Context: an optimization exercise on an open-source flow, tuned for small area. The choices shown serve that exercise and are no tape-out recipe. Only simulation tests tie the RTL to the original design; equivalence was not proved. Power is estimated from default activity; no workload was simulated.

Setup of run 2:
Design eclsensor, start of the top module:
module eclsensor (clk, rst, txd, rxd, ir_tx, ir_rx, led);
	output [11:0] ir_tx;
	input [19:0] ir_rx;
	output led;
	input clk;
	input rst;
	output reg txd;
	input rxd;
	assign led = 1'b0;
	reg [2:0] pre;
	reg [1:0] bdiv;
	reg [5:0] mdiv;
	wire pre_end = pre[2] && pre[1];               
	wire modulation_edge = pre_end && mdiv[5] && mdiv[3:1] == 3'b111;   
	always @(posedge clk)
		if (rst) begin
			pre <= 3'd0;
			bdiv <= 2'd0;
			mdiv <= 6'd0;
		end else begin
			pre <= pre_end ? 3'd0 : pre + 1'b1;
			if (pre_end) begin
				bdiv <= bdiv + 1'b1;
				mdiv <= (mdiv[5] && mdiv[3:1] == 3'b111) ? 6'd0 : mdiv + 1'b1;
			end
		end
	wire baud_edge = pre == 3'd0 && bdiv == 2'd0;
	reg modulation_state;
	always @(posedge clk)
		if (rst)
			modulation_state <= 1'b0;
		else if (modulation_edge)
			modulation_state <= !modulation_state;
	reg text_busy;
	reg [7:0] cnt;
	wire [6:0] ci = cnt[6:0];
	wire state_tx_modulating = cnt < 8'd190;
	wire state_tx_end = modulation_edge && !text_busy && cnt[7:5] == 3'b111 && cnt[2];   
	reg [3:0] tx_num;
	wire tx_num_12 = tx_num[3] && tx_num[2];         
	always @(posedge clk)
		if (rst)
			tx_num <= 4'd12;
		else if (state_tx_end)
  ...
Size: ~1100 cells after synthesis, ~380 flip-flops, roughly 37 I/O pins.
==> module eclsensor, before the edit <==
module eclsensor (clk, rst, txd, rxd, ir_tx, ir_rx, led);
	output [11:0] ir_tx;
	input [19:0] ir_rx;
	output led;
	input clk;
	input rst;
	output reg txd;
	input rxd;
	assign led = 1'b0;
	reg [2:0] pre;
	reg [1:0] bdiv;
	reg [5:0] mdiv;
	wire pre_end = pre[2] && pre[1];               
	wire modulation_edge = pre_end && mdiv[5] && mdiv[3:1] == 3'b111;   
	always @(posedge clk)
		if (rst) begin
			pre <= 3'd0;
			bdiv <= 2'd0;
			mdiv <= 6'd0;
		end else begin
			pre <= pre_end ? 3'd0 : pre + 1'b1;
			if (pre_end) begin
				bdiv <= bdiv + 1'b1;
				mdiv <= (mdiv[5] && mdiv[3:1] == 3'b111) ? 6'd0 : mdiv + 1'b1;
			end
		end
	wire baud_edge = pre == 3'd0 && bdiv == 2'd0;
	reg modulation_state;
	always @(posedge clk)
		if (rst)
			modulation_state <= 1'b0;
		else if (modulation_edge)
			modulation_state <= !modulation_state;
	reg text_busy;
	reg [7:0] cnt;
	wire [6:0] ci = cnt[6:0];
	wire state_tx_modulating = cnt < 8'd190;
	wire state_tx_end = modulation_edge && !text_busy && cnt[7:5] == 3'b111 && cnt[2];   
	reg [3:0] tx_num;
	wire tx_num_12 = tx_num[3] && tx_num[2];         
	always @(posedge clk)
		if (rst)
			tx_num <= 4'd12;
		else if (state_tx_end)
			tx_num <= tx_num_12 ? 4'd1 : tx_num + 1'b1;
	reg ir_on;
	always @(posedge clk)
		ir_on <= !rst && state_tx_modulating && !text_busy && modulation_state;
	wire [3:0] t = tx_num;
	assign ir_tx[0]  = ir_on &&  t[3] &&  t[2];
	assign ir_tx[1]  = ir_on && !t[3] && !t[2] && !t[1] &&  t[0];
	assign ir_tx[2]  = ir_on && !t[3] && !t[2] &&  t[1] && !t[0];
	assign ir_tx[3]  = ir_on && !t[3] && !t[2] &&  t[1] &&  t[0];
	assign ir_tx[4]  = ir_on && !t[3] &&  t[2] && !t[1] && !t[0];
	assign ir_tx[5]  = ir_on && !t[3] &&  t[2] && !t[1] &&  t[0];
	assign ir_tx[6]  = ir_on && !t[3] &&  t[2] &&  t[1] && !t[0];
	assign ir_tx[7]  = ir_on && !t[3] &&  t[2] &&  t[1] &&  t[0];
	assign ir_tx[8]  = ir_on &&  t[3] && !t[2] && !t[1] && !t[0];
	assign ir_tx[9]  = ir_on &&  t[3] && !t[2] && !t[1] &&  t[0];
	assign ir_tx[10] = ir_on &&  t[3] && !t[2] &&  t[1] && !t[0];
	assign ir_tx[11] = ir_on &&  t[3] && !t[2] &&  t[1] &&  t[0];
	reg [3:0] bs;
	reg dbit;             
	wire req = text_busy && bs == 4'd0;
	wire line_end = req && ci[6] && !ci[5] && ci[4] && ci[0];   
	wire is_letter = ci == 7'd0;
	wire [7:0] ch = !text_busy ? 8'h0a : {4'h4, tx_num};
	reg bitval;
	always @(*)
		case (bs)
			4'd1: bitval = 1'b0;
			4'd2: bitval = ch[0];
			4'd3: bitval = ch[1];
			4'd4: bitval = ch[2];
			4'd5: bitval = ch[3];
			4'd6: bitval = ch[4];
			4'd7: bitval = ch[5];
			4'd8: bitval = ch[6];
			4'd9: bitval = ch[7];
			default: bitval = 1'b1;
		endcase
	wire digit_data = text_busy && !is_letter && bs != 4'd1 && !(bs[3] && bs[1]) && bs != 4'd0;
	always @(posedge clk)
		if (rst) begin
			bs <= 4'd0;
			txd <= 1'b0;
		end else begin
			if (baud_edge)
				txd <= !(digit_data ? dbit : bitval);
			if (req)
				bs <= 4'd1;
			else if (baud_edge && bs != 4'd0)
				bs <= (bs[3] && bs[1]) ? 4'd0 : bs + 1'b1;     
		end
	always @(posedge clk)
		if (rst)
			text_busy <= 1'b0;
		else if (!text_busy)
			text_busy <= state_tx_end;
		else if (line_end)
			text_busy <= 1'b0;
	always @(posedge clk)
		if (rst)
			cnt <= 8'd0;
		else if (state_tx_end)
			cnt <= 8'd255;
		else if (text_busy ? req : modulation_edge)
			cnt <= line_end ? 8'd0 : cnt + 1'b1;
	wire cnt_en = !text_busy && !state_tx_end;
	wire lclr = text_busy && line_end;
	reg [3:0] ptr;
	reg h;
	reg clr;
	wire ptr_end = ptr[3] && ptr[0];                
	always @(posedge clk)
		if (rst || lclr) begin
			ptr <= 4'd0;
			h <= 1'b0;
			clr <= 1'b1;
		end else begin
			ptr <= ptr_end ? 4'd0 : ptr + 1'b1;
			if (ptr_end) begin
				h <= !h;
				if (h)
					clr <= 1'b0;
			end
		end
	wire keep = !(rst || lclr);
	wire cnt_en_r = cnt_en || rst;
	reg [4:0] lcnt [0:19];
	genvar ri;
	generate
		for (ri = 0; ri < 20; ri = ri + 1) begin: rx
			wire ev = cnt_en_r && !ir_rx[ri];
			always @(posedge clk)
				lcnt[ri] <= (lcnt[ri] & {5{keep}}) + ev;
		end
	endgenerate
	reg [11:0] ring [0:19];
	reg [4:0] loc_e, loc_o;
	integer j;
	always @(*) begin
		loc_e = 5'd0;
		loc_o = 5'd0;
		for (j = 0; j < 10; j = j + 1) begin
			loc_e = loc_e | (lcnt[2 * j] & {5{ptr == j}});
			loc_o = loc_o | (lcnt[2 * j + 1] & {5{ptr == j}});
		end
	end
	wire [4:0] loc0 = h ? loc_o : loc_e;    
	wire l10 = h ? loc_e[4] : loc_o[4];     
	wire l0 = loc0[4];
	integer k;
	always @(posedge clk) begin
		for (k = 0; k < 19; k = k + 1)
			if (k != 9)
				ring[k] <= ring[k + 1];
		ring[19] <= {clr ? 11'd0 : ring[0][11:1] + (ring[0][0] && !l0), l0};
		ring[9] <= clr ? 12'd0 : {ring[10][11:1] + (ring[10][0] && !l10), l10};
	end
	wire [15:0] word = {ring[0], loc0[3:0]};
	reg [3:0] nyb;
	always @(*)
		case (ci[1:0])
			2'd0: nyb = word[15:12];
			2'd1: nyb = word[11:8];
			2'd2: nyb = word[7:4];
			default: nyb = word[3:0];
		endcase
	wire zero_digit = ci[6] && ci[4];
	wire [3:0] n = zero_digit ? 4'd0 : nyb;
	wire alpha = n[3] && (n[2] || n[1]);
	wire [7:0] dch = alpha ? {4'h6, n - 4'd9} : {4'h3, n};
	reg dsel;
	always @(*)
		case (bs[2:0])
			3'd2: dsel = dch[0];
			3'd3: dsel = dch[1];
			3'd4: dsel = dch[2];
			3'd5: dsel = dch[3];
			3'd6: dsel = dch[4];
			3'd7: dsel = dch[5];
			3'd0: dsel = dch[6];    
			default: dsel = dch[7];  
		endcase
	always @(posedge clk)
		if (zero_digit || {ptr, h} == ci[6:2])
			dbit <= dsel;
endmodule
export LEC_CHECK = 0
export CAP_MARGIN = 20
export CORE_MARGIN = 2
export CORE_UTILIZATION = 45
export PLACE_DENSITY = 0.6
export SLEW_MARGIN = 20
create_clock -name core_clock -period 10.0 [get_ports {clk}]
standard.sh (not shown) runs the stock make flow with config.mk's settings and CLKGATE_MAP_FILE= SYNTH_SCRIPT=/design/flow/synth_recipe.tcl, a recipe that flattens the netlist after the stock synthesis.
==> flow/flow/run.sh <==
#!/bin/bash
# Standard ORFS layout with two changes: clock tree synthesis without dummy
# load cells and with small clock buffers, and the smallest buffer on ports.
set -euo pipefail
export CTS_ARGS="-sink_clustering_enable -repair_clock_nets -dont_use_dummy_load -buf_list sky130_fd_sc_hd__clkbuf_4 -sink_clustering_size 12 -sink_clustering_max_diameter 40"
export BUFFER_PORTS_ARGS="-buffer_cell sky130_fd_sc_hd__buf_1"
bash standard.sh > standard.log 2>&1
Both conditions hold for run 2: the flow ran to the end and the final layout passed the timing, DRC and antenna checks.
Inputs modified between run 2 and run 4:
diff --git a/flow/design.v b/flow/design.v
--- a/flow/design.v
+++ b/flow/design.v
@@ -122,6 +122,5 @@
 			if (ptr_end) begin
 				h <= !h;
-				if (h)
-					clr <= 1'b0;
+				clr <= 1'b0;
 			end
 		end
@@ -156,5 +155,5 @@
 			if (k != 9)
 				ring[k] <= ring[k + 1];
-		ring[19] <= {clr ? 11'd0 : ring[0][11:1] + (ring[0][0] && !l0), l0};
+		ring[19] <= clr ? 12'd0 : {ring[0][11:1] + (ring[0][0] && !l0), l0};
 		ring[9] <= clr ? 12'd0 : {ring[10][11:1] + (ring[10][0] && !l10), l10};
 	end
Notes after the runs:
- All of run 4 and run 2 finish clean.
- The clock slew seen by the registers of the worst setup and hold paths on run 4 is in line with that on run 2.
- Run 4 and run 2 ended up with nearly the same met1 wire length.
- Taking run 2 as the reference, in run 4 power after layout level; count of boundary I/O pins level; register share of the cell area level.
- Going from run 2 to run 4, global routing usage on met3 level; power density over the cells level; multi-input logic cell count moved up.
- Diff run 2 -> run 4: growth of design area from synthesis to finish held steady, via count of the first global-routing pass did not really move, routability congestion estimate shows a reduction of 2.1%, total die area about even.
- Compared to run 2, the routing of run 4 uses more wire.
- Status: effective utilization at floorplan parity (run 4, run 2)

## separate check: timing with driven ports
No port has a modelled driver above. Below, the same layouts with a new extraction and two added sets of constraints. Step 1: set_driving_cell puts a clkbuf_16 on clk and a buf_2 on each other input, an assumption about the parent block. Step 2, shift: input delay + t, output delay - t, t = (earliest + latest rising clock arrival at the registers) / 2. This alone moves slack from input paths to output paths. Three values: ideal, step 1, step 2; two values: the first two.
run	t, ns	setup WS [ns]	worst setup path at the end	worst slew at a driven data input, ns	cell pins on the clock port's net
run 2	0.657	6.182 / 6.138 / 5.956	input to register	0.03	1
run 4	0.655	6.267 / 6.228 / 5.997	input to register	0.04	1
After both steps setup and hold are still met in every run listed. The setup slack of run 4, which loses most, moves by -0.039 ns with the drivers and by -0.270 ns with both steps.
